This design comes from an exercise in tuning for small area, a short achievable clock period and few clock cycles per item on the open sky130 flow, not from production work.
RTL that was checked went through simulation tests only; none was proved equivalent to the original.
Only the layout flow was run in run 1; the RTL was not checked for function there.

==> flow/design.v (outline; a module is shown in full before it is edited, if it fits) <==
// module fpu_multiply: 1174 lines
// module fast_power: 88 lines
module fast_power (
    input             clk,
    input             rst,
    input             start,
    input      [31:0] base,
    input      [31:0] exponent,
    output     [31:0] result,
    output reg        done
);
  // ...
==> flow/run.sh <==
#!/bin/bash
# synth_recipe.tcl (not shown) runs the flow's synth.tcl, then flattens the netlist and writes it again
# the make line also repeats each setting of config.mk as NAME=value (left out here)
make -C /OpenROAD-flow-scripts/flow DESIGN_CONFIG=/design/flow/config.mk WORK_HOME=/design/flow/orfs CLKGATE_MAP_FILE= SYNTH_SCRIPT=/design/flow/synth_recipe.tcl finish
==> flow/config.mk <==
export PLATFORM = sky130hd
export DESIGN_NAME = fast_power
export DESIGN_NICKNAME = fast_power
export VERILOG_FILES = /design/flow/design.v
export SDC_FILE = /design/flow/constraint.sdc
export NUM_CORES = 4
export LEC_CHECK = 0
export ABC_AREA = 1
export CAP_MARGIN = 60
export CORE_MARGIN = 2
export CORE_UTILIZATION = 40
export SLEW_MARGIN = 75
==> flow/constraint.sdc <==
create_clock -name core_clock -period 24.0 [get_ports {clk}]
set_input_delay 4.8000 -clock core_clock [delete_from_list [all_inputs] [get_ports {clk}]]
set_output_delay 4.8000 -clock core_clock [all_outputs]
set_load 0.01 [all_outputs]
==> reports/metrics.yaml, run 1 <==
cts.sinks: 102
dpl_cell_area_um2: 21400
met3WireLength_um: 7230
seq_area_um2: 2380
rsz0062_at_grt: "false"
clk_path_buf_depth: 2
status: "complete, no violations"
synthMuxAreaShare: 0.00208
routed.top_layer: "met4"
setup_tns_ps: 0
insertion_delay_ps: 360
n_all_inverters: 359
pre_cts_slack_ps: 15730
min_path_cells: 2
cts_setup_buffers: 0
yosys.area.top_type: "fa_1"
h-tree-depth: 3
reg2reg_from: "b_f[7]"
setup-violations-final: 0
tritoncts: "built"
whs_endpoint: "r_one"
==> inputs of run 2 (changes only) <==
--- a/flow/design.v
+++ b/flow/design.v
@@ -990,192 +990,272 @@
   wire g1_41 = g0[41] | (t0[41] & g0[40]);
   wire p1_41 = t0[41] & t0[40];
   wire g1_43 = g0[43] | (t0[43] & g0[42]);
   wire p1_43 = t0[43] & t0[42];
   wire g1_45 = g0[45] | (t0[45] & g0[44]);
   wire p1_45 = t0[45] & t0[44];
   wire g1_47 = g0[47] | (t0[47] & g0[46]);
   wire p1_47 = t0[47] & t0[46];
+  wire g2_2 = g0[2] | (t0[2] & g1_1);
+  wire p2_2 = t0[2] & p1_1;
   wire g2_3 = g1_3 | (p1_3 & g1_1);
   wire p2_3 = p1_3 & p1_1;
+  wire g2_6 = g0[6] | (t0[6] & g1_5);
+  wire p2_6 = t0[6] & p1_5;
   wire g2_7 = g1_7 | (p1_7 & g1_5);
   wire p2_7 = p1_7 & p1_5;
+  wire g2_10 = g0[10] | (t0[10] & g1_9);
+  wire p2_10 = t0[10] & p1_9;
   wire g2_11 = g1_11 | (p1_11 & g1_9);
   wire p2_11 = p1_11 & p1_9;
+  wire g2_14 = g0[14] | (t0[14] & g1_13);
+  wire p2_14 = t0[14] & p1_13;
   wire g2_15 = g1_15 | (p1_15 & g1_13);
   wire p2_15 = p1_15 & p1_13;
+  wire g2_18 = g0[18] | (t0[18] & g1_17);
+  wire p2_18 = t0[18] & p1_17;
   wire g2_19 = g1_19 | (p1_19 & g1_17);
   wire p2_19 = p1_19 & p1_17;
+  wire g2_22 = g0[22] | (t0[22] & g1_21);
+  wire p2_22 = t0[22] & p1_21;
   wire g2_23 = g1_23 | (p1_23 & g1_21);
   wire p2_23 = p1_23 & p1_21;
+  wire g2_26 = g0[26] | (t0[26] & g1_25);
+  wire p2_26 = t0[26] & p1_25;
   wire g2_27 = g1_27 | (p1_27 & g1_25);
   wire p2_27 = p1_27 & p1_25;
+  wire g2_30 = g0[30] | (t0[30] & g1_29);
+  wire p2_30 = t0[30] & p1_29;
   wire g2_31 = g1_31 | (p1_31 & g1_29);
   wire p2_31 = p1_31 & p1_29;
+  wire g2_34 = g0[34] | (t0[34] & g1_33);
+  wire p2_34 = t0[34] & p1_33;
   wire g2_35 = g1_35 | (p1_35 & g1_33);
   wire p2_35 = p1_35 & p1_33;
+  wire g2_38 = g0[38] | (t0[38] & g1_37);
+  wire p2_38 = t0[38] & p1_37;
   wire g2_39 = g1_39 | (p1_39 & g1_37);
   wire p2_39 = p1_39 & p1_37;
+  wire g2_42 = g0[42] | (t0[42] & g1_41);
+  wire p2_42 = t0[42] & p1_41;
   wire g2_43 = g1_43 | (p1_43 & g1_41);
   wire p2_43 = p1_43 & p1_41;
+  wire g2_46 = g0[46] | (t0[46] & g1_45);
+  wire p2_46 = t0[46] & p1_45;
   wire g2_47 = g1_47 | (p1_47 & g1_45);
   wire p2_47 = p1_47 & p1_45;
+  wire g3_4 = g0[4] | (t0[4] & g2_3);
+  wire p3_4 = t0[4] & p2_3;
+  wire g3_5 = g1_5 | (p1_5 & g2_3);
+  wire p3_5 = p1_5 & p2_3;
+  wire g3_6 = g2_6 | (p2_6 & g2_3);
+  wire p3_6 = p2_6 & p2_3;
   wire g3_7 = g2_7 | (p2_7 & g2_3);
   wire p3_7 = p2_7 & p2_3;
+  wire g3_12 = g0[12] | (t0[12] & g2_11);
+  wire p3_12 = t0[12] & p2_11;
+  wire g3_13 = g1_13 | (p1_13 & g2_11);
+  wire p3_13 = p1_13 & p2_11;
+  wire g3_14 = g2_14 | (p2_14 & g2_11);
+  wire p3_14 = p2_14 & p2_11;
   wire g3_15 = g2_15 | (p2_15 & g2_11);
   wire p3_15 = p2_15 & p2_11;
+  wire g3_20 = g0[20] | (t0[20] & g2_19);
+  wire p3_20 = t0[20] & p2_19;
+  wire g3_21 = g1_21 | (p1_21 & g2_19);
+  wire p3_21 = p1_21 & p2_19;
+  wire g3_22 = g2_22 | (p2_22 & g2_19);
+  wire p3_22 = p2_22 & p2_19;
   wire g3_23 = g2_23 | (p2_23 & g2_19);
   wire p3_23 = p2_23 & p2_19;
+  wire g3_28 = g0[28] | (t0[28] & g2_27);
+  wire p3_28 = t0[28] & p2_27;
+  wire g3_29 = g1_29 | (p1_29 & g2_27);
+  wire p3_29 = p1_29 & p2_27;
+  wire g3_30 = g2_30 | (p2_30 & g2_27);
+  wire p3_30 = p2_30 & p2_27;
   wire g3_31 = g2_31 | (p2_31 & g2_27);
   wire p3_31 = p2_31 & p2_27;
+  wire g3_36 = g0[36] | (t0[36] & g2_35);
+  wire p3_36 = t0[36] & p2_35;
+  wire g3_37 = g1_37 | (p1_37 & g2_35);
+  wire p3_37 = p1_37 & p2_35;
+  wire g3_38 = g2_38 | (p2_38 & g2_35);
+  wire p3_38 = p2_38 & p2_35;
   wire g3_39 = g2_39 | (p2_39 & g2_35);
   wire p3_39 = p2_39 & p2_35;
+  wire g3_44 = g0[44] | (t0[44] & g2_43);
+  wire p3_44 = t0[44] & p2_43;
+  wire g3_45 = g1_45 | (p1_45 & g2_43);
+  wire p3_45 = p1_45 & p2_43;
+  wire g3_46 = g2_46 | (p2_46 & g2_43);
+  wire p3_46 = p2_46 & p2_43;
   wire g3_47 = g2_47 | (p2_47 & g2_43);
   wire p3_47 = p2_47 & p2_43;
+  wire g4_8 = g0[8] | (t0[8] & g3_7);
+  wire p4_8 = t0[8] & p3_7;
+  wire g4_9 = g1_9 | (p1_9 & g3_7);
+  wire p4_9 = p1_9 & p3_7;
+  wire g4_10 = g2_10 | (p2_10 & g3_7);
+  wire p4_10 = p2_10 & p3_7;
+  wire g4_11 = g2_11 | (p2_11 & g3_7);
+  wire p4_11 = p2_11 & p3_7;
+  wire g4_12 = g3_12 | (p3_12 & g3_7);
+  wire p4_12 = p3_12 & p3_7;
+  wire g4_13 = g3_13 | (p3_13 & g3_7);
+  wire p4_13 = p3_13 & p3_7;
+  wire g4_14 = g3_14 | (p3_14 & g3_7);
+  wire p4_14 = p3_14 & p3_7;
   wire g4_15 = g3_15 | (p3_15 & g3_7);
   wire p4_15 = p3_15 & p3_7;
+  wire g4_24 = g0[24] | (t0[24] & g3_23);
+  wire p4_24 = t0[24] & p3_23;
+  wire g4_25 = g1_25 | (p1_25 & g3_23);
+  wire p4_25 = p1_25 & p3_23;
+  wire g4_26 = g2_26 | (p2_26 & g3_23);
+  wire p4_26 = p2_26 & p3_23;
+  wire g4_27 = g2_27 | (p2_27 & g3_23);
+  wire p4_27 = p2_27 & p3_23;
+  wire g4_28 = g3_28 | (p3_28 & g3_23);
+  wire p4_28 = p3_28 & p3_23;
+  wire g4_29 = g3_29 | (p3_29 & g3_23);
+  wire p4_29 = p3_29 & p3_23;
+  wire g4_30 = g3_30 | (p3_30 & g3_23);
+  wire p4_30 = p3_30 & p3_23;
   wire g4_31 = g3_31 | (p3_31 & g3_23);
   wire p4_31 = p3_31 & p3_23;
+  wire g4_40 = g0[40] | (t0[40] & g3_39);
+  wire p4_40 = t0[40] & p3_39;
+  wire g4_41 = g1_41 | (p1_41 & g3_39);
+  wire p4_41 = p1_41 & p3_39;
+  wire g4_42 = g2_42 | (p2_42 & g3_39);
+  wire p4_42 = p2_42 & p3_39;
+  wire g4_43 = g2_43 | (p2_43 & g3_39);
+  wire p4_43 = p2_43 & p3_39;
+  wire g4_44 = g3_44 | (p3_44 & g3_39);
+  wire p4_44 = p3_44 & p3_39;
+  wire g4_45 = g3_45 | (p3_45 & g3_39);
+  wire p4_45 = p3_45 & p3_39;
+  wire g4_46 = g3_46 | (p3_46 & g3_39);
+  wire p4_46 = p3_46 & p3_39;
   wire g4_47 = g3_47 | (p3_47 & g3_39);
   wire p4_47 = p3_47 & p3_39;
+  wire g5_16 = g0[16] | (t0[16] & g4_15);
+  wire p5_16 = t0[16] & p4_15;
+  wire g5_17 = g1_17 | (p1_17 & g4_15);
+  wire p5_17 = p1_17 & p4_15;
+  wire g5_18 = g2_18 | (p2_18 & g4_15);
+  wire p5_18 = p2_18 & p4_15;
+  wire g5_19 = g2_19 | (p2_19 & g4_15);
+  wire p5_19 = p2_19 & p4_15;
+  wire g5_20 = g3_20 | (p3_20 & g4_15);
+  wire p5_20 = p3_20 & p4_15;
+  wire g5_21 = g3_21 | (p3_21 & g4_15);
+  wire p5_21 = p3_21 & p4_15;
+  wire g5_22 = g3_22 | (p3_22 & g4_15);
+  wire p5_22 = p3_22 & p4_15;
+  wire g5_23 = g3_23 | (p3_23 & g4_15);
+  wire p5_23 = p3_23 & p4_15;
+  wire g5_24 = g4_24 | (p4_24 & g4_15);
+  wire p5_24 = p4_24 & p4_15;
+  wire g5_25 = g4_25 | (p4_25 & g4_15);
+  wire p5_25 = p4_25 & p4_15;
+  wire g5_26 = g4_26 | (p4_26 & g4_15);
+  wire p5_26 = p4_26 & p4_15;
+  wire g5_27 = g4_27 | (p4_27 & g4_15);
+  wire p5_27 = p4_27 & p4_15;
+  wire g5_28 = g4_28 | (p4_28 & g4_15);
+  wire p5_28 = p4_28 & p4_15;
+  wire g5_29 = g4_29 | (p4_29 & g4_15);
+  wire p5_29 = p4_29 & p4_15;
+  wire g5_30 = g4_30 | (p4_30 & g4_15);
+  wire p5_30 = p4_30 & p4_15;
   wire g5_31 = g4_31 | (p4_31 & g4_15);
   wire p5_31 = p4_31 & p4_15;
-  wire g8_47 = g4_47 | (p4_47 & g5_31);
-  wire p8_47 = p4_47 & p5_31;
-  wire g9_23 = g3_23 | (p3_23 & g4_15);
-  wire p9_23 = p3_23 & p4_15;
-  wire g9_39 = g3_39 | (p3_39 & g5_31);
-  wire p9_39 = p3_39 & p5_31;
-  wire g10_11 = g2_11 | (p2_11 & g3_7);
-  wire p10_11 = p2_11 & p3_7;
-  wire g10_19 = g2_19 | (p2_19 & g4_15);
-  wire p10_19 = p2_19 & p4_15;
-  wire g10_27 = g2_27 | (p2_27 & g9_23);
-  wire p10_27 = p2_27 & p9_23;
-  wire g10_35 = g2_35 | (p2_35 & g5_31);
-  wire p10_35 = p2_35 & p5_31;
-  wire g10_43 = g2_43 | (p2_43 & g9_39);
-  wire p10_43 = p2_43 & p9_39;
-  wire g11_5 = g1_5 | (p1_5 & g2_3);
-  wire p11_5 = p1_5 & p2_3;
-  wire g11_9 = g1_9 | (p1_9 & g3_7);
-  wire p11_9 = p1_9 & p3_7;
-  wire g11_13 = g1_13 | (p1_13 & g10_11);
-  wire p11_13 = p1_13 & p10_11;
-  wire g11_17 = g1_17 | (p1_17 & g4_15);
-  wire p11_17 = p1_17 & p4_15;
-  wire g11_21 = g1_21 | (p1_21 & g10_19);
-  wire p11_21 = p1_21 & p10_19;
-  wire g11_25 = g1_25 | (p1_25 & g9_23);
-  wire p11_25 = p1_25 & p9_23;
-  wire g11_29 = g1_29 | (p1_29 & g10_27);
-  wire p11_29 = p1_29 & p10_27;
-  wire g11_33 = g1_33 | (p1_33 & g5_31);
-  wire p11_33 = p1_33 & p5_31;
-  wire g11_37 = g1_37 | (p1_37 & g10_35);
-  wire p11_37 = p1_37 & p10_35;
-  wire g11_41 = g1_41 | (p1_41 & g9_39);
-  wire p11_41 = p1_41 & p9_39;
-  wire g11_45 = g1_45 | (p1_45 & g10_43);
-  wire p11_45 = p1_45 & p10_43;
-  wire g12_2 = g0[2] | (t0[2] & g1_1);
-  wire p12_2 = t0[2] & p1_1;
-  wire g12_4 = g0[4] | (t0[4] & g2_3);
-  wire p12_4 = t0[4] & p2_3;
-  wire g12_6 = g0[6] | (t0[6] & g11_5);
-  wire p12_6 = t0[6] & p11_5;
-  wire g12_8 = g0[8] | (t0[8] & g3_7);
-  wire p12_8 = t0[8] & p3_7;
-  wire g12_10 = g0[10] | (t0[10] & g11_9);
-  wire p12_10 = t0[10] & p11_9;
-  wire g12_12 = g0[12] | (t0[12] & g10_11);
-  wire p12_12 = t0[12] & p10_11;
-  wire g12_14 = g0[14] | (t0[14] & g11_13);
-  wire p12_14 = t0[14] & p11_13;
-  wire g12_16 = g0[16] | (t0[16] & g4_15);
-  wire p12_16 = t0[16] & p4_15;
-  wire g12_18 = g0[18] | (t0[18] & g11_17);
-  wire p12_18 = t0[18] & p11_17;
-  wire g12_20 = g0[20] | (t0[20] & g10_19);
-  wire p12_20 = t0[20] & p10_19;
-  wire g12_22 = g0[22] | (t0[22] & g11_21);
-  wire p12_22 = t0[22] & p11_21;
-  wire g12_24 = g0[24] | (t0[24] & g9_23);
-  wire p12_24 = t0[24] & p9_23;
-  wire g12_26 = g0[26] | (t0[26] & g11_25);
-  wire p12_26 = t0[26] & p11_25;
-  wire g12_28 = g0[28] | (t0[28] & g10_27);
-  wire p12_28 = t0[28] & p10_27;
-  wire g12_30 = g0[30] | (t0[30] & g11_29);
-  wire p12_30 = t0[30] & p11_29;
-  wire g12_32 = g0[32] | (t0[32] & g5_31);
-  wire p12_32 = t0[32] & p5_31;
-  wire g12_34 = g0[34] | (t0[34] & g11_33);
-  wire p12_34 = t0[34] & p11_33;
-  wire g12_36 = g0[36] | (t0[36] & g10_35);
-  wire p12_36 = t0[36] & p10_35;
-  wire g12_38 = g0[38] | (t0[38] & g11_37);
-  wire p12_38 = t0[38] & p11_37;
-  wire g12_40 = g0[40] | (t0[40] & g9_39);
-  wire p12_40 = t0[40] & p9_39;
-  wire g12_42 = g0[42] | (t0[42] & g11_41);
-  wire p12_42 = t0[42] & p11_41;
-  wire g12_44 = g0[44] | (t0[44] & g10_43);
-  wire p12_44 = t0[44] & p10_43;
-  wire g12_46 = g0[46] | (t0[46] & g11_45);
-  wire p12_46 = t0[46] & p11_45;
+  wire g6_32 = g0[32] | (t0[32] & g5_31);
+  wire p6_32 = t0[32] & p5_31;
+  wire g6_33 = g1_33 | (p1_33 & g5_31);
+  wire p6_33 = p1_33 & p5_31;
+  wire g6_34 = g2_34 | (p2_34 & g5_31);
+  wire p6_34 = p2_34 & p5_31;
+  wire g6_35 = g2_35 | (p2_35 & g5_31);
+  wire p6_35 = p2_35 & p5_31;
+  wire g6_36 = g3_36 | (p3_36 & g5_31);
+  wire p6_36 = p3_36 & p5_31;
+  wire g6_37 = g3_37 | (p3_37 & g5_31);
+  wire p6_37 = p3_37 & p5_31;
+  wire g6_38 = g3_38 | (p3_38 & g5_31);
+  wire p6_38 = p3_38 & p5_31;
+  wire g6_39 = g3_39 | (p3_39 & g5_31);
+  wire p6_39 = p3_39 & p5_31;
+  wire g6_40 = g4_40 | (p4_40 & g5_31);
+  wire p6_40 = p4_40 & p5_31;
+  wire g6_41 = g4_41 | (p4_41 & g5_31);
+  wire p6_41 = p4_41 & p5_31;
+  wire g6_42 = g4_42 | (p4_42 & g5_31);
+  wire p6_42 = p4_42 & p5_31;
+  wire g6_43 = g4_43 | (p4_43 & g5_31);
+  wire p6_43 = p4_43 & p5_31;
+  wire g6_44 = g4_44 | (p4_44 & g5_31);
+  wire p6_44 = p4_44 & p5_31;
+  wire g6_45 = g4_45 | (p4_45 & g5_31);
+  wire p6_45 = p4_45 & p5_31;
+  wire g6_46 = g4_46 | (p4_46 & g5_31);
+  wire p6_46 = p4_46 & p5_31;
+  wire g6_47 = g4_47 | (p4_47 & g5_31);
+  wire p6_47 = p4_47 & p5_31;
   assign p[0] = t0[0];
   assign p[1] = t0[1] ^ g0[0];
   assign p[2] = t0[2] ^ g1_1;
-  assign p[3] = t0[3] ^ g12_2;
+  assign p[3] = t0[3] ^ g2_2;
   assign p[4] = t0[4] ^ g2_3;
-  assign p[5] = t0[5] ^ g12_4;
-  assign p[6] = t0[6] ^ g11_5;
-  assign p[7] = t0[7] ^ g12_6;
+  assign p[5] = t0[5] ^ g3_4;
+  assign p[6] = t0[6] ^ g3_5;
+  assign p[7] = t0[7] ^ g3_6;
   assign p[8] = t0[8] ^ g3_7;
-  assign p[9] = t0[9] ^ g12_8;
-  assign p[10] = t0[10] ^ g11_9;
-  assign p[11] = t0[11] ^ g12_10;
-  assign p[12] = t0[12] ^ g10_11;
-  assign p[13] = t0[13] ^ g12_12;
-  assign p[14] = t0[14] ^ g11_13;
-  assign p[15] = t0[15] ^ g12_14;
+  assign p[9] = t0[9] ^ g4_8;
+  assign p[10] = t0[10] ^ g4_9;
+  assign p[11] = t0[11] ^ g4_10;
+  assign p[12] = t0[12] ^ g4_11;
+  assign p[13] = t0[13] ^ g4_12;
+  assign p[14] = t0[14] ^ g4_13;
+  assign p[15] = t0[15] ^ g4_14;
   assign p[16] = t0[16] ^ g4_15;
-  assign p[17] = t0[17] ^ g12_16;
-  assign p[18] = t0[18] ^ g11_17;
-  assign p[19] = t0[19] ^ g12_18;
-  assign p[20] = t0[20] ^ g10_19;
-  assign p[21] = t0[21] ^ g12_20;
-  assign p[22] = t0[22] ^ g11_21;
-  assign p[23] = t0[23] ^ g12_22;
-  assign p[24] = t0[24] ^ g9_23;
-  assign p[25] = t0[25] ^ g12_24;
-  assign p[26] = t0[26] ^ g11_25;
-  assign p[27] = t0[27] ^ g12_26;
-  assign p[28] = t0[28] ^ g10_27;
-  assign p[29] = t0[29] ^ g12_28;
-  assign p[30] = t0[30] ^ g11_29;
-  assign p[31] = t0[31] ^ g12_30;
+  assign p[17] = t0[17] ^ g5_16;
+  assign p[18] = t0[18] ^ g5_17;
+  assign p[19] = t0[19] ^ g5_18;
+  assign p[20] = t0[20] ^ g5_19;
+  assign p[21] = t0[21] ^ g5_20;
+  assign p[22] = t0[22] ^ g5_21;
+  assign p[23] = t0[23] ^ g5_22;
+  assign p[24] = t0[24] ^ g5_23;
+  assign p[25] = t0[25] ^ g5_24;
+  assign p[26] = t0[26] ^ g5_25;
+  assign p[27] = t0[27] ^ g5_26;
+  assign p[28] = t0[28] ^ g5_27;
+  assign p[29] = t0[29] ^ g5_28;
+  assign p[30] = t0[30] ^ g5_29;
+  assign p[31] = t0[31] ^ g5_30;
   assign p[32] = t0[32] ^ g5_31;
-  assign p[33] = t0[33] ^ g12_32;
-  assign p[34] = t0[34] ^ g11_33;
-  assign p[35] = t0[35] ^ g12_34;
-  assign p[36] = t0[36] ^ g10_35;
-  assign p[37] = t0[37] ^ g12_36;
-  assign p[38] = t0[38] ^ g11_37;
-  assign p[39] = t0[39] ^ g12_38;
-  assign p[40] = t0[40] ^ g9_39;
-  assign p[41] = t0[41] ^ g12_40;
-  assign p[42] = t0[42] ^ g11_41;
-  assign p[43] = t0[43] ^ g12_42;
-  assign p[44] = t0[44] ^ g10_43;
-  assign p[45] = t0[45] ^ g12_44;
-  assign p[46] = t0[46] ^ g11_45;
-  assign p[47] = t0[47] ^ g12_46;
+  assign p[33] = t0[33] ^ g6_32;
+  assign p[34] = t0[34] ^ g6_33;
+  assign p[35] = t0[35] ^ g6_34;
+  assign p[36] = t0[36] ^ g6_35;
+  assign p[37] = t0[37] ^ g6_36;
+  assign p[38] = t0[38] ^ g6_37;
+  assign p[39] = t0[39] ^ g6_38;
+  assign p[40] = t0[40] ^ g6_39;
+  assign p[41] = t0[41] ^ g6_40;
+  assign p[42] = t0[42] ^ g6_41;
+  assign p[43] = t0[43] ^ g6_42;
+  assign p[44] = t0[44] ^ g6_43;
+  assign p[45] = t0[45] ^ g6_44;
+  assign p[46] = t0[46] ^ g6_45;
+  assign p[47] = t0[47] ^ g6_46;
 endmodule
 module fast_power (
     input             clk,
     input             rst,
     input             start,
     input      [31:0] base,
     input      [31:0] exponent,
     output     [31:0] result,
--- a/flow/config.mk
+++ b/flow/config.mk
@@ -4,9 +4,9 @@
 export VERILOG_FILES = /design/flow/design.v
 export SDC_FILE = /design/flow/constraint.sdc
 export NUM_CORES = 4
 export LEC_CHECK = 0
 export ABC_AREA = 1
 export CAP_MARGIN = 60
 export CORE_MARGIN = 2
 export CORE_UTILIZATION = 40
-export SLEW_MARGIN = 75
+export SLEW_MARGIN = 65
==> run 2 against run 1 <==
Clock skew is 1.2 ps lower. Global-route usage is 1.1 points lower. Via count is 3.6% higher. Sequential share of layout area is 0.16 points lower. Final area is 1.0% higher. Utilization is 0.97 points lower. Critical path type unchanged. Largest cell class unchanged.
==> reports/metrics.yaml, run 2 <==
synth_area_leaders: "fa_1, xor2_1, nand2_1"
drtIter0Drc: 1783
yosysTopAreaCellShare: 0.250
top_register: "e"
grt_pass1_wl_um: 109000
pre_cts_slack_ps: 16450  # +716 ps
crit_path_start_kind: "flop"
whs_endpoint: "r_s"
reg2reg_setup_slack_ps: 16210
dr.pass1.iters: 5
ys.flop_type: "dfxtp_1"
timing.final.crit_period_ps: 7790
wl_per_cell_um: 21.1
crit_type: "reg2reg"
ys_seq_area_frac: 0.118
grt_max_degree: 71
slowest_delay_ps: 620
finalHoldViolations: 0
synth_edf_count: 32
cts.sinks: 102  # unchanged
ys.warnings.count: 1
antenna_found_initial: 0
setup-violations-final: 0  # unchanged
syn_area_per_cell_um2: 7.42
nets: 3093
hp-class: "reg2reg"
cp_data_required_time_ps: 24260
avgViaCountPerCell: 5.69
port_buffers: 99
ant_nets: 0
synthArstFlopShare: 0
insertion_delay_ps: 370  # about the same
ys_types: 48
rsz0062_at_grt: "false"
routed_wl_um: 70600
crit_fanout: 32
ctsHoldBuffers: 0
tightest_slew_ps: 514
cts_setup_buffers: 0  # unchanged
setup_tns_ps: 0  # unchanged
cts_inserted_buffers: 9
syn_inst: 2688
r2r_cells: 28
synthMostInstantiatedCell: "nand2_1"
layout_setup_ws_ps: 16210
synth-seq-cells: 102
crit_slowest_cell: "fa_1"
status: "complete, no violations"
gp_congestion: 0.952
slew_headroom: 0.657
min_path_cells: 2  # unchanged
crit_path_end_kind: "flop"
core_area_um2: 49100
tritoncts: "built"
h-tree-depth: 3  # unchanged
max_freq_ghz: 0.128
routed-via-count: 19000
synthTopCellsByCount: "nand2_1, inv_1, xor2_1"
gr-total-overflow: 0
drv_slew: 0
grt_pass1_vias: 19300
grt_usage: 0.276
cap_violations: 0
final_cell_mix: "nand2_1, inv_1, xor2_1, o22ai_1, fa_1"
fp.dieArea_um2: 51700
area_delta_synth_final_pct: 10.4
yosys.area.top_type: "fa_1"
finalCritPeriodShare: 0.325
post-dp-hpwl_um: 50400
clock_skew_ps: 12.4
clk_path_buf_depth: 2  # unchanged
num_antenna_cells: 0
largest_reg_flops: 32
io_pins: 100
critPathArrivalTime_ps: 8050
crit_top_cell: "nand2_1"
cts_resized: 0
die_y_um: 227
holdWs_ps: 519
row_count: 81
hold_path_startpoint: "r_s"
drive_above_1_share: 0.0589
clk_pin_slew_ps: 80
netlist_area_um2: 20000
chipWidth_um: 227
reg2reg_from: "b_f[15]"
final_common_cell: "nand2_1"
syn_nets: 3104
start_util: 0.407
timing.rr.end: "b_f[10]"
drc_errors: 0
cts-root-buf: "clkbuf_16"
-- run 2: changes by cell type after synthesis, moves of 9 or more --
cell | previous run | this run
xor2_1 | 259 | 271
nand3_1 | 41 | 81
o2111ai_1 | 20 | 0
inv_1 | 347 | 378
buf_2 | 30 | 6
clkbuf_1 | 117 | 139
nor2_1 | 91 | 139
o21ai_0 | 107 | 53
fa_1 | 260 | 249
a211oi_1 | 10 | 1
nand2_1 | 401 | 605
xnor2_1 | 20 | 11
-- run 2: area by class of cell --
cell class,instances,area (µm²)
Clock buffer,9,225
Clock inverter,7,83.8
Multi-Input combinational cell,2010,15500
Fill cell,5024,27000
Sequential cell,102,2370
Tap cell,664,831
Timing Repair Buffer,157,1450
Inverter,397,1550
-- run 2: per-layer routing --
metal / up-vias / GRT usage / routed length, µm
met3: 178 / 0.0330 / 5140
met4: 0 / 0.124 / 3100
met1: 9282 / 0.367 / 29700
li1: 8660 / - / -
met2: 909 / 0.450 / 32600
met5: - / 0 / 0
-- run 2: how the worst max path moves through the flow --
stage | startpoint | endpoint | slack, ps | depth (start not counted)
CTS | b_f[7] | b_f[9] | 16420 | 29
floorplan | b_f[21] | b_f[10] | 17210 | 26
finish | b_f[15] | b_f[10] | 16210 | 28
detailed placement | b_f[7] | b_f[9] | 16450 | 29
global route | b_f[15] | b_f[0] | 15820 | 28
global placement | b_f[7] | b_e[3] | 15780 | 30
-- run 2: kinds of logic (layout without fill, tap and decap cells) --
logic type | after synthesis | after routing | synth area share
compound gates | 427 | 427 | 0.127
simple gates | 950 | 950 | 0.202
xor+xnor | 282 | 282 | 0.124
mux | 2 | 2 | 0.00100
fa+ha+maj | 349 | 349 | 0.313
buf+inv | 576 | 570 | 0.116
flops | 102 | 102 | 0.118
-- run 2: per-stage QoR --
step                instances  cell area [µm²]   util
floorplan                2688            20000      -
global placement         3323            21500  0.439
detailed placement       3330            21700  0.442
CTS                      3346            22000  0.449
global route             3346            22000  0.449
finish                   3346            22000  0.449
-- run 2: critical path, delay by kind of cell (launching register included) --
kind,cells,cell delay (ps)
adders and majority gates,6,2860
and+or+nand+nor,13,2170
buffers and inverters,5,1090
AOI/OAI and AO/OA,3,860
DFF,1,560
xor gates and xnor gates,1,120
Testbench counts of run 2, summed over its fixed seeds: cycles 59,928, items 2,400.
==> inputs of run 3 (changes only) <==
--- a/flow/config.mk
+++ b/flow/config.mk
@@ -9,4 +9,4 @@
 export CAP_MARGIN = 60
 export CORE_MARGIN = 2
 export CORE_UTILIZATION = 40
-export SLEW_MARGIN = 65
+export SLEW_MARGIN = 80
==> run 3 against run 2 <==
Sequential share of layout area shrank 0.29 points. Critical endpoint is now r_f[6]. Clock skew shrank 3.1 ps. Register-to-register slack gained 550 ps. Still clean on timing, DRC and antenna. Final cell count grew 1.0%. First-iteration DRC count grew 0.39%.
==> reports/metrics.yaml, run 3 <==
grt_usage: 0.278  # +0.00242
routed-via-count: 19300  # +1.7%
chipWidth_um: 227  # unchanged
reg2reg_setup_slack_ps: 16760  # +550 ps
crit_type: "reg2reg"
ant_nets: 0  # unchanged
start_util: 0.407  # unchanged
holdWs_ps: 498  # -20.6 ps
crit_slowest_cell: "fa_1"
synth_area_leaders: "fa_1, xor2_1, nand2_1"
netlist_area_um2: 20000  # unchanged
tightest_slew_ps: 311  # -203 ps
max_freq_ghz: 0.138  # +7.7%
antenna_found_initial: 0  # unchanged
yosysTopAreaCellShare: 0.250  # unchanged
slew_headroom: 0.793  # +0.136
die_y_um: 227  # unchanged
crit_path_start_kind: "flop"
final_common_cell: "nand2_1"
multiInputGateArea_um2: 15900  # +2.1%
routed_wl_um: 71200  # +0.90%
port_buffers: 99  # unchanged
slowest_delay_ps: 590  # -30 ps
critPathArrivalTime_ps: 7490  # -560 ps
setup-violations-final: 0  # unchanged
row_count: 81  # unchanged
nFillCells: 4931  # -1.9%
top_register: "e"
seq_area_um2: 2410  # +1.5%
setup_tns_ps: 0  # unchanged
ys_seq_area_frac: 0.118  # unchanged
area_delta_synth_final_pct: 15.2
drive_above_1_share: 0.0917  # +0.0328
hp-class: "reg2reg"
drv_slew: 0  # unchanged
drc_errors: 0  # unchanged
syn_area_per_cell_um2: 7.42  # unchanged
gp_congestion: 0.952  # unchanged
cts_setup_buffers: 0  # unchanged
h-tree-depth: 3  # unchanged
tritoncts: "built"
syn_nets: 3104  # unchanged
insertion_delay_ps: 360  # about the same
status: "complete, no violations"
ctsHoldBuffers: 0  # unchanged
yosys.area.top_type: "fa_1"
num_antenna_cells: 0  # unchanged
synthTopCellsByCount: "nand2_1, inv_1, xor2_1"
grt_pass1_vias: 19500  # +0.99%
cts_resized: 0  # unchanged
io_pins: 100  # unchanged
ys_types: 48  # unchanged
crit_path_end_kind: "flop"
finalCritPeriodShare: 0.302  # -0.0231
core_area_um2: 49100  # unchanged
cap_violations: 0  # unchanged
gr-total-overflow: 0  # unchanged
dp.cells: 3359  # +0.87%
syn_inst: 2688  # unchanged
synthMostInstantiatedCell: "nand2_1"
crit_top_cell: "nand2_1"
finalNonFillerCells: 3380  # +1.0%
crit_fanout: 31  # -3.1%
wl_per_cell_um: 21.1  # -0.11%
timing.final.crit_period_ps: 7240  # -555 ps
grt_pass1_wl_um: 110000  # +1.1%
fp.dieArea_um2: 51700  # unchanged
finalHoldViolations: 0  # unchanged
clk_path_buf_depth: 2  # unchanged
avgViaCountPerCell: 5.72  # +0.64%
rsz0062_at_grt: "false"
cts-root-buf: "clkbuf_16"
clk_pin_slew_ps: 70  # about the same
dr.pass1.iters: 5  # unchanged
cts.sinks: 102  # unchanged
cp_data_required_time_ps: 24250  # about the same
drtIter0Drc: 1790  # +0.39%
clock_skew_ps: 9.31  # -3.06 ps
cts_inserted_buffers: 9  # unchanged
ys.flop_type: "dfxtp_1"
largest_reg_flops: 32  # unchanged
synth_edf_count: 32  # unchanged
synthArstFlopShare: 0  # unchanged
final_cell_mix: "nand2_1, inv_1, o22ai_1, xor2_1, fa_1"
post-dp-hpwl_um: 51400  # +1.9%
grt_max_degree: 40  # -44%
synth-seq-cells: 102  # unchanged
ys.warnings.count: 1  # unchanged
nets: 3127  # +1.1%
## run 3: cell counts after synthesis
Identical to the previous run, type by type.
## run 3: worst paths after layout
path	from	to	cells past startpoint
max	op_r	r_f[6]	31
max reg2reg	op_r	r_f[6]	31
min reg2reg	r_s	r_s	2
min	r_s	r_s	2
## run 3: layout make-up
class / instances / area share
clock buffer: 10 / 0.00997
clock inverter: 6 / 0.00332
inverter: 397 / 0.0706
multi-input combinational: 2010 / 0.690
sequential: 102 / 0.105
tap: 664 / 0.0362
timing repair buffer: 191 / 0.0851
## run 3: cells by family after synthesis
family	Yosys count	synth area share
simple gates	950	0.202
buf+inv	576	0.116
compound gates	427	0.127
fa+ha+maj	349	0.313
xor+xnor	282	0.124
flops	102	0.118
mux	2	0.00100
## run 3: stage by stage
step	worst slack [ps]	util	area, µm²
floorplan	17210	-	20000
global placement	15780	0.439	21500
detailed placement	16940	0.457	22400
CTS	16910	0.464	22700
global route	16450	0.468	23000
finish	16760	0.468	23000
## run 3: worst max-delay path: cells and delay by family, from the launching register on
kind | cells | cell delay (ps)
fa+ha+maj | 6 | 2990
xor+xnor | 1 | 180
flops | 1 | 500
compound gates | 2 | 190
buf+inv | 8 | 1360
simple gates | 14 | 1860
## run 3: per-layer routing
metal / up-vias / global-route usage / wire [µm]
li1: 8719 / - / -
met1: 9498 / 0.372 / 30000
met2: 929 / 0.454 / 33000
met3: 199 / 0.0345 / 5200
met4: 0 / 0.117 / 2960
met5: - / 0 / 0
==> inputs of run 4 (changes only) <==
--- a/flow/config.mk
+++ b/flow/config.mk
@@ -9,4 +9,4 @@
 export CAP_MARGIN = 60
 export CORE_MARGIN = 2
 export CORE_UTILIZATION = 40
-export SLEW_MARGIN = 80
+export SLEW_MARGIN = 75
==> run 4 against run 3 <==
Still clean on timing, DRC and antenna. Sequential share of layout area grew 0.17 points. Register-to-register slack worse by 100 ps. Global-route usage fell by 0.19 points. Highest routed layer is now met5. Clock skew rose by 1.1 ps. Critical path type unchanged. Maximum frequency down 1.4%. Final area decreased by 2.2%. Final cell count fell by 0.53%. Non-clock buffer count fell by 18. Utilization is 1.1 points lower. Flip-flop and latch count unchanged.
==> reports/metrics.yaml, run 4 <==
status: "complete, no violations"
path_buf_inv: 8  # unchanged
synthArstFlopShare: 0  # unchanged
num_antenna_cells: 0  # unchanged
ys.flop_type: "dfxtp_1"
cts_resized: 0  # unchanged
finalCritPeriodShare: 0.306  # +0.00437
synthMuxAreaShare: 0.00100  # unchanged
gr-usage-met1: 0.370  # -0.00181
post-dp-hpwl_um: 51100  # -0.54%
cts_setup_buffers: 0  # unchanged
final_cell_mix: "nand2_1, inv_1, xor2_1, o22ai_1, fa_1"
crit_family: "adder cells"
row_count: 81  # unchanged
synth_top_family_by_area: "adder cells"
nets: 3109  # -0.58%
io_pins: 100  # unchanged
antenna_found_initial: 1  # +1
netlist_area_um2: 20000  # unchanged
ys_types: 48  # unchanged
yosys.area_share.simple: 0.202  # unchanged
cts_inserted_buffers: 9  # unchanged
drtIter0Drc: 1852  # +3.5%
clock_skew_ps: 10.4  # +1.11 ps
ant_nets: 0  # unchanged
layout_setup_ws_ps: 16660  # -105 ps
synth_edf_count: 32  # unchanged
synth_area_leaders: "fa_1, xor2_1, nand2_1"
die_y_um: 227  # unchanged
yosys.area.top_type: "fa_1"
grtUsageMet2: 0.447  # -0.00659
final_common_cell: "nand2_1"
synth_fa_ha_area_frac: 0.313  # unchanged
syn_inst: 2688  # unchanged
drive_above_1_share: 0.0708  # -0.0209
start_util: 0.407  # unchanged
gr-total-overflow: 0  # unchanged
clk_pin_slew_ps: 80  # about the same
yosysTopAreaCellShare: 0.250  # unchanged
syn_area_per_cell_um2: 7.42  # unchanged
hp-class: "reg2reg"
ctsHoldBuffers: 0  # unchanged
setup_tns_ps: 0  # unchanged
critPathArrivalTime_ps: 7600  # +110 ps
slew_headroom: 0.734  # -0.0586
synthMostInstantiatedCell: "nand2_1"
area_delta_synth_final_pct: 12.6
wl_per_cell_um: 21.0  # -0.21%
synthTopCellsByCount: "nand2_1, inv_1, xor2_1"
grt_pass1_wl_um: 110000  # -0.73%
grt_pass1_vias: 19300  # -0.78%
syn_nets: 3104  # unchanged
routed-via-count: 19200  # -0.58%
setup-violations-final: 0  # unchanged
tightest_slew_ps: 396  # +85.0 ps
synth_xor_xnor_area_share: 0.124  # unchanged
tritoncts: "built"
grt.busiest_layer: "met2"
fp.dieArea_um2: 51700  # unchanged
top_register: "e"
ys_seq_area_frac: 0.118  # unchanged
port_buffers: 99  # unchanged
h-tree-depth: 3  # unchanged
finalHoldViolations: 0  # unchanged
drv_slew: 0  # unchanged
crit_type: "reg2reg"
insertion_delay_ps: 370  # about the same
slowest_delay_ps: 550  # -40 ps
grt_usage: 0.276  # -0.00194
cts.sinks: 102  # unchanged
crit_fanout: 31  # unchanged
dr.pass1.iters: 8  # +3
chipWidth_um: 227  # unchanged
pre_cts_slack_ps: 16860  # -80.8 ps
cts-root-buf: "clkbuf_16"
avgViaCountPerCell: 5.72  # about the same
nFillCells: 4963  # +0.65%
crit_slowest_cell: "fa_1"
rsz0062_at_grt: "false"
grt_max_degree: 40  # unchanged
largest_reg_flops: 32  # unchanged
drc_errors: 0  # unchanged
met3_usage: 0.0303  # -0.00413
timing.final.crit_period_ps: 7340  # +105 ps
synth-seq-cells: 102  # unchanged
max_freq_ghz: 0.136  # -1.4%
crit_path_end_kind: "flop"
gp_congestion: 0.952  # unchanged
synth_compound_area_frac: 0.127  # unchanged
core_area_um2: 49100  # unchanged
seq_area_um2: 2390  # -0.62%
routed_wl_um: 70700  # -0.75%
crit_top_cell: "fa_1"
crit_path_start_kind: "flop"
cap_violations: 0  # unchanged
clk_path_buf_depth: 2  # unchanged
multiInputGateArea_um2: 15600  # -1.3%
ys.warnings.count: 1  # unchanged
cp_data_required_time_ps: 24260  # about the same
holdWs_ps: 525  # +26.7 ps
==> run 4: final timing paths <==
kind,start,endpoint,slack (ps),cells past startpoint
worst max-delay path,op_r,b_f[9],16660,28
worst min-delay path,r_s,r_s,520,2
worst max register to register,op_r,b_f[9],16660,28
worst min register to register,r_s,r_s,520,2
==> run 4: cells by family (layout without fill, tap and decap cells) <==
group,Yosys count,in the layout
adders and majority gates,349,349
AOI/OAI and AO/OA,427,427
and+or+nand+nor,950,950
DFF,102,102
muxes,2,2
buffers and inverters,576,586
xor gates and xnor gates,282,282
==> run 4: per-stage QoR <==
step                cell area (µm²)  utilization  instances
CTS                           22400        0.456       3360
finish                        22500        0.458       3362
global placement              21500        0.439       3323
floorplan                     20000            -       2688
detailed placement            22000        0.449       3344
global route                  22500        0.458       3362
==> run 4: worst reg2reg max path, delay by kind of cell, from the launching register on <==
family          cells  cell delay, ps
fa+ha+maj           7            3300
buf+inv             8            1290
simple gates        8            1060
compound gates      3             600
flops               1             510
xor+xnor            2             470
==> run 4: area by class of cell <==
cell class | count | area share
repair buffers | 173 | 0.0755
flip-flops and latches | 102 | 0.106
well taps | 664 | 0.0370
inverters | 397 | 0.0700
multi-input cells | 2010 | 0.697
clock buffers | 10 | 0.0111
clock inverters | 6 | 0.00312
==> run 4: per-layer routing <==
| layer | up-vias | routed length (µm) |
|---|---|---|
| met5 | - | 11 |
| met2 | 969 | 32400 |
| met1 | 9369 | 29600 |
| li1 | 8698 | - |
| met4 | 2 | 3310 |
| met3 | 194 | 5380 |
==> inputs of run 5 (changes only) <==
==> flow/flow/run.sh (new file) <==
#!/bin/bash
# Standard layout, with the port buffers made of buf_1 cells instead of
# the default delay buffers. Each tool's output goes to a log file here.
set -e
cp standard.sh standard_copy.sh.txt
export BUFFER_PORTS_ARGS="-buffer_cell sky130_fd_sc_hd__buf_1"
bash standard.sh > standard.log 2>&1
==> flow/standard.sh (new file) <==
#!/bin/bash
# synth_recipe.tcl (not shown) runs the flow's synth.tcl, then flattens the netlist and writes it again
# the make line also repeats each setting of config.mk as NAME=value (left out here)
make -C /OpenROAD-flow-scripts/flow DESIGN_CONFIG=/design/flow/config.mk WORK_HOME=/design/flow/orfs CLKGATE_MAP_FILE= SYNTH_SCRIPT=/design/flow/synth_recipe.tcl "${@:-finish}"
--- a/flow/config.mk
+++ b/flow/config.mk
@@ -5,7 +5,7 @@
 export SDC_FILE = /design/flow/constraint.sdc
 export NUM_CORES = 4
 export LEC_CHECK = 0
-export ABC_AREA = 1
+export ABC_AREA = 0
 export CAP_MARGIN = 60
 export CORE_MARGIN = 2
 export CORE_UTILIZATION = 40
removed: flow/run.sh
==> run 5 against run 4 <==
Highest routed layer unchanged. Critical path depth up 4. Area after synthesis up 24%. Wire length up 36%.
==> reports/metrics.yaml, run 5 <==
status: "complete, no violations"
grt_usage: 0.296  # +0.0197
critPathArrivalTime_ps: 9010  # +1410 ps
port_buffers: 99  # unchanged
max_freq_ghz: 0.114  # -16%
grt_max_degree: 65  # +63%
ctsHoldBuffers: 0  # unchanged
cts_setup_buffers: 0  # unchanged
h-tree-depth: 3  # unchanged
gp_congestion: 0.946  # -0.58%
cts_resized: 0  # unchanged
tightest_slew_ps: 386  # -10.1 ps
cts_inserted_buffers: 9  # unchanged
syn_nets: 3777  # +22%
yosysTopAreaCellShare: 0.201  # -0.0490
rsz0062_at_grt: "false"
yosys.area.top_type: "fa_1"
crit_type: "reg2reg"
fp.dieArea_um2: 64100  # +24%
reg2reg_setup_slack_ps: 15240  # -1420 ps
clock_skew_ps: 13.4  # +3.03 ps
synth_area_leaders: "fa_1, nand2_1, a21oi_1"
top_register: "e"
dr.pass1.iters: 9  # +1
synthTopCellsByCount: "nand2_1, clkbuf_1, a21oi_1"
insertion_delay_ps: 360  # about the same
drive_above_1_share: 0.107  # +0.0365
wl_per_cell_um: 24.0  # +14%
nets: 3635  # +17%
routed-via-count: 26100  # +36%
finalHoldViolations: 0  # unchanged
area_delta_synth_final_pct: 10.5
clk_path_buf_depth: 2  # unchanged
synth_edf_count: 32  # unchanged
io_pins: 100  # unchanged
seq_area_um2: 2430  # +1.5%
ys_seq_area_frac: 0.0952  # -0.0232
final_common_cell: "nand2_1"
chipWidth_um: 253  # +11%
synthArstFlopShare: 0  # unchanged
grt_pass1_wl_um: 147000  # +34%
cts.sinks: 102  # unchanged
final_cell_mix: "nand2_1, a21oi_1, fa_1, nor2_1, o21ai_0"
crit_slowest_cell: "fa_1"
drv_slew: 0  # unchanged
cts-root-buf: "clkbuf_16"
syn_inst: 3361  # +25%
postLayoutCoreUtil: 0.446  # -0.0117
min_path_cells: 2  # unchanged
row_count: 91  # +12%
drtIter0Drc: 3219  # +74%
nFillCells: 6247  # +26%
grt_pass1_vias: 24100  # +25%
multiInputGateArea_um2: 20600  # +32%
largest_reg_flops: 32  # unchanged
ys.flop_type: "dfxtp_1"
clk_pin_slew_ps: 80  # about the same
post-dp-hpwl_um: 68100  # +33%
post-route-cell-area_um2: 27400  # +22%
synth-seq-cells: 102  # unchanged
ant_nets: 0  # unchanged
dpl_cell_area_um2: 26700  # +21%
slew_headroom: 0.742  # +0.00825
core_area_um2: 61500  # +25%
cap_violations: 0  # unchanged
cp_data_required_time_ps: 24250  # about the same
die_y_um: 253  # +11%
setup-violations-final: 0  # unchanged
r2r_cells: 32  # +14%
finalCritPeriodShare: 0.365  # +0.0592
ys_types: 76  # +58%
gr-total-overflow: 0  # unchanged
crit_fanout: 37  # +19%
syn_area_per_cell_um2: 7.39  # -0.50%
avgViaCountPerCell: 6.50  # +14%
holdWs_ps: 496  # -28.6 ps
setup_tns_ps: 0  # unchanged
synthMostInstantiatedCell: "nand2_1"
num_antenna_cells: 0  # unchanged
crit_path_start_kind: "flop"
routed_wl_um: 96300  # +36%
tritoncts: "built"
crit_top_cell: "fa_1"
ys.warnings.count: 1  # unchanged
start_util: 0.404  # -0.00304
antenna_found_initial: 1  # unchanged
crit_path_end_kind: "flop"
drc_errors: 0  # unchanged
slowest_delay_ps: 560  # about the same
netlist_area_um2: 24800  # +24%
hp-class: "reg2reg"
timing.final.crit_period_ps: 8760  # +1420 ps
## run 5: cell count changes after synthesis, sizes merged, moves of 66 or more
cell	delta
nor2	+99
a21oi	+229
inv	-163
nand4	-66
o21ai	+180
o22ai	-145
nand2	-171
o221ai	+144
clkbuf	+194
xor2	-242
maj3	+132
## run 5: layout make-up
cell class	count	area share
Clock buffer	12	0.00976
Clock inverter	4	0.000958
Inverter	228	0.0327
Multi-Input combinational cell	2629	0.752
Sequential cell	102	0.0884
Tap cell	790	0.0360
Timing Repair Buffer	249	0.0800
## run 5: path summary, 6_finish.rpt
path         start     end
min reg2reg  r_one   r_one
max reg2reg   op_r  r_e[7]
max           op_r  r_e[7]
min          r_one   r_one
## run 5: stage by stage
stage	instances	setup WS, ps
floorplan	3361	16460
global placement	3943	14500
detailed placement	3985	15390
CTS	4001	15360
global route	4014	14890
finish	4014	15240
## run 5: worst max-delay path, delay by kind of cell, from the launching register on
kind	cells	cell delay (ps)
DFF	1	500
AOI/OAI and AO/OA	5	1240
adders and majority gates	6	2960
and+or+nand+nor	8	1120
xor gates and xnor gates	1	210
muxes	1	390
buffers and inverters	11	2170
## run 5: logic make-up after synthesis
group	Yosys count	synth area share
buffers and inverters	630	0.0965
xor gates and xnor gates	76	0.0268
and+or+nand+nor	897	0.153
muxes	77	0.0343
DFF	102	0.0952
adders and majority gates	481	0.304
AOI/OAI and AO/OA	1098	0.289
## run 5: metal layers
metal | track usage | part of all wire | vias up
met4 | 0.135 | 0.051 | 2
met2 | 0.456 | 0.44 | 1439
li1 | - | - | 11700
met1 | 0.404 | 0.41 | 12600
met5 | 0 | 0.00010 | -
met3 | 0.0503 | 0.098 | 284
==> inputs of run 6 (changes only) <==
--- a/flow/config.mk
+++ b/flow/config.mk
@@ -5,7 +5,7 @@
 export SDC_FILE = /design/flow/constraint.sdc
 export NUM_CORES = 4
 export LEC_CHECK = 0
-export ABC_AREA = 0
+export ABC_AREA = 1
 export CAP_MARGIN = 60
 export CORE_MARGIN = 2
 export CORE_UTILIZATION = 40
==> run 6 against run 5 <==
Still clean on timing, DRC and antenna. Register-to-register slack better by 1600 ps. Via count shrank 26%. Critical path depth fell by 3. Global-route usage decreased by 1.7 points. Critical path type unchanged. Critical endpoint is now r_f[10].
==> reports/metrics.yaml, run 6 <==
synthMostInstantiatedCell: "nand2_1"
grt_pass1_wl_um: 110000  # -25%
yosys.area.top_type: "fa_1"
drive_above_1_share: 0.0704  # -0.0369
drc_errors: 0  # unchanged
crit_family: "adder cells"
routed-via-count: 19300  # -26%
gp_congestion: 0.950  # +0.41%
synth_compound_area_frac: 0.127  # -0.162
ctsHoldBuffers: 0  # unchanged
crit_fanout: 28  # -24%
cp_data_required_time_ps: 24260  # about the same
seq_area_um2: 2380  # -1.9%
ys_seq_area_frac: 0.118  # +0.0232
rsz0062_at_grt: "false"
synth-seq-cells: 102  # unchanged
tightest_slew_ps: 387  # +1.40 ps
crit_path_start_kind: "flop"
setup-violations-final: 0  # unchanged
dr.pass1.iters: 6  # -3
synth_xor_xnor_area_share: 0.124  # +0.0970
nets: 3110  # -14%
h-tree-depth: 3  # unchanged
timing.final.crit_period_ps: 7180  # -1580 ps
cts_inserted_buffers: 9  # unchanged
area_delta_synth_final_pct: 9.46
crit_path_end_kind: "flop"
finalCritPeriodShare: 0.299  # -0.0658
synthTopCellsByCount: "nand2_1, inv_1, xor2_1"
hp-class: "reg2reg"
grt_max_degree: 43  # -34%
crit_slowest_cell: "fa_1"
critPathArrivalTime_ps: 7440  # -1570 ps
row_count: 81  # -11%
finalHoldViolations: 0  # unchanged
clk_path_buf_depth: 2  # unchanged
start_util: 0.407  # +0.00304
tritoncts: "built"
synth_fa_ha_area_frac: 0.313  # +0.00809
grt_usage: 0.279  # -0.0165
syn_inst: 2688  # -20%
syn_nets: 3104  # -18%
slew_headroom: 0.742  # about the same
antenna_found_initial: 0  # -1
final_common_cell: "nand2_1"
layout_setup_ws_ps: 16820  # +1580 ps
insertion_delay_ps: 370  # about the same
wl_per_cell_um: 21.2  # -12%
path_buf_inv: 7  # -4
nFillCells: 5036  # -19%
synthArstFlopShare: 0  # unchanged
ys.warnings.count: 1  # unchanged
max_freq_ghz: 0.139  # +22%
crit_type: "reg2reg"
synth_top_family_by_area: "adder cells"
fp.dieArea_um2: 51700  # -19%
setup_tns_ps: 0  # unchanged
synthMuxAreaShare: 0.00100  # -0.0333
die_y_um: 227  # -10%
io_pins: 100  # unchanged
final_cell_mix: "nand2_1, inv_1, xor2_1, o22ai_1, fa_1"
cts-root-buf: "clkbuf_16"
ant_nets: 0  # unchanged
yosys.area_share.simple: 0.202  # +0.0484
synth_area_leaders: "fa_1, xor2_1, nand2_1"
ys_types: 48  # -37%
ys.flop_type: "dfxtp_1"
status: "complete, no violations"
avgViaCountPerCell: 5.74  # -12%
slowest_delay_ps: 550  # about the same
top_register: "e"
netlist_area_um2: 20000  # -20%
num_antenna_cells: 0  # unchanged
post-dp-hpwl_um: 49700  # -27%
pre_cts_slack_ps: 16850  # +1450 ps
grt_pass1_vias: 19300  # -20%
multiInputGateArea_um2: 15600  # -24%
gr-total-overflow: 0  # unchanged
cts.sinks: 102  # unchanged
core_area_um2: 49100  # -20%
port_buffers: 99  # unchanged
syn_area_per_cell_um2: 7.42  # +0.51%
cts_setup_buffers: 0  # unchanged
drtIter0Drc: 1981  # -38%
largest_reg_flops: 32  # unchanged
yosysTopAreaCellShare: 0.250  # +0.0490
cap_violations: 0  # unchanged
synth_edf_count: 32  # unchanged
cts_resized: 0  # unchanged
drv_slew: 0  # unchanged
routed_wl_um: 71200  # -26%
clk_pin_slew_ps: 80  # about the same
clock_skew_ps: 12.7  # -0.719 ps
chipWidth_um: 227  # -10%
-- run 6: cell count changes in the layout (fill, tap and decap cells not counted), sizes merged, moves of 99 or more --
cell    change
a21oi     -229
inv       +165
maj3      -132
nand2     +171
nor2       -99
o21ai     -180
o221ai    -144
o22ai     +145
xor2      +242
-- run 6: area by class of cell --
type / count / share of cell area
Timing Repair Buffer: 174 / 0.0525
Clock buffer: 9 / 0.0103
Multi-Input combinational cell: 2010 / 0.715
Inverter: 397 / 0.0719
Tap cell: 664 / 0.0380
Sequential cell: 102 / 0.109
Clock inverter: 7 / 0.00304
-- run 6: worst paths after layout --
kind | slack [ps] | cells after the start | start | to
max | 16820 | 29 | op_r | r_f[10]
min | 510 | 2 | r_s | r_s
max reg2reg | 16820 | 29 | op_r | r_f[10]
min reg2reg | 510 | 2 | r_s | r_s
-- run 6: cells by family after synthesis --
kind of cell | count (synthesis)
simple gates | 950
buf+inv | 576
compound gates | 427
fa+ha+maj | 349
xor+xnor | 282
flops | 102
mux | 2
-- run 6: worst register-to-register path, delay by kind of cell, from the launching register on --
kind                       cells  cell delay, ps
AOI/OAI and AO/OA              4             580
xor gates and xnor gates       2             410
adders and majority gates      7            3320
and+or+nand+nor                9            1080
DFF                            1             340
buffers and inverters          7            1330
-- run 6: stage by stage --
step / std cells / util / area, µm² / hold WS, ps
floorplan: 2688 / - / 20000 / 468
global placement: 3330 / 0.427 / 20900 / 485
detailed placement: 3346 / 0.438 / 21500 / 498
CTS: 3362 / 0.444 / 21800 / 513
global route: 3363 / 0.445 / 21800 / 546
finish: 3363 / 0.445 / 21800 / 512
-- run 6: per-layer routing --
layer	track usage	share of wire
met1	0.374	0.40
met2	0.445	0.45
met3	0.0494	0.10
met4	0.115	0.039
met5	0	0

afterwards: timing with drivers on the ports:
Ports are ideal in the flow. The routed layouts listed here were re-timed in OpenROAD.
Step 1, drivers: a clkbuf_16 drives clk and a buf_2 each remaining input, both assumed.
Step 2 times the ports against the registers' clock, not the clock port: input delays grow and output delays shrink by t, the midpoint of the rising clock arrivals with the driver on.
Slacks: ideal / step 1 / step 2; pairs: ideal / step 1.
run	shift t [ns]	setup WS [ns]	worst register clock-pin slew, ns	worst data-port slew with drivers (ns)
run 1	0.399	15.602 / 15.602 / 15.602	0.08 / 0.08	0.09
run 2	0.407	16.209 / 16.209 / 16.209	0.09 / 0.09	0.08
run 3	0.404	16.763 / 16.763 / 16.763	0.08 / 0.08	0.08
run 4	0.404	16.659 / 16.659 / 16.659	0.08 / 0.08	0.07
run 5	0.402	15.238 / 15.238 / 15.238	0.08 / 0.08	0.05
run 6	0.405	16.816 / 16.816 / 16.816	0.08 / 0.08	0.08
After both steps every run listed still meets setup and hold.
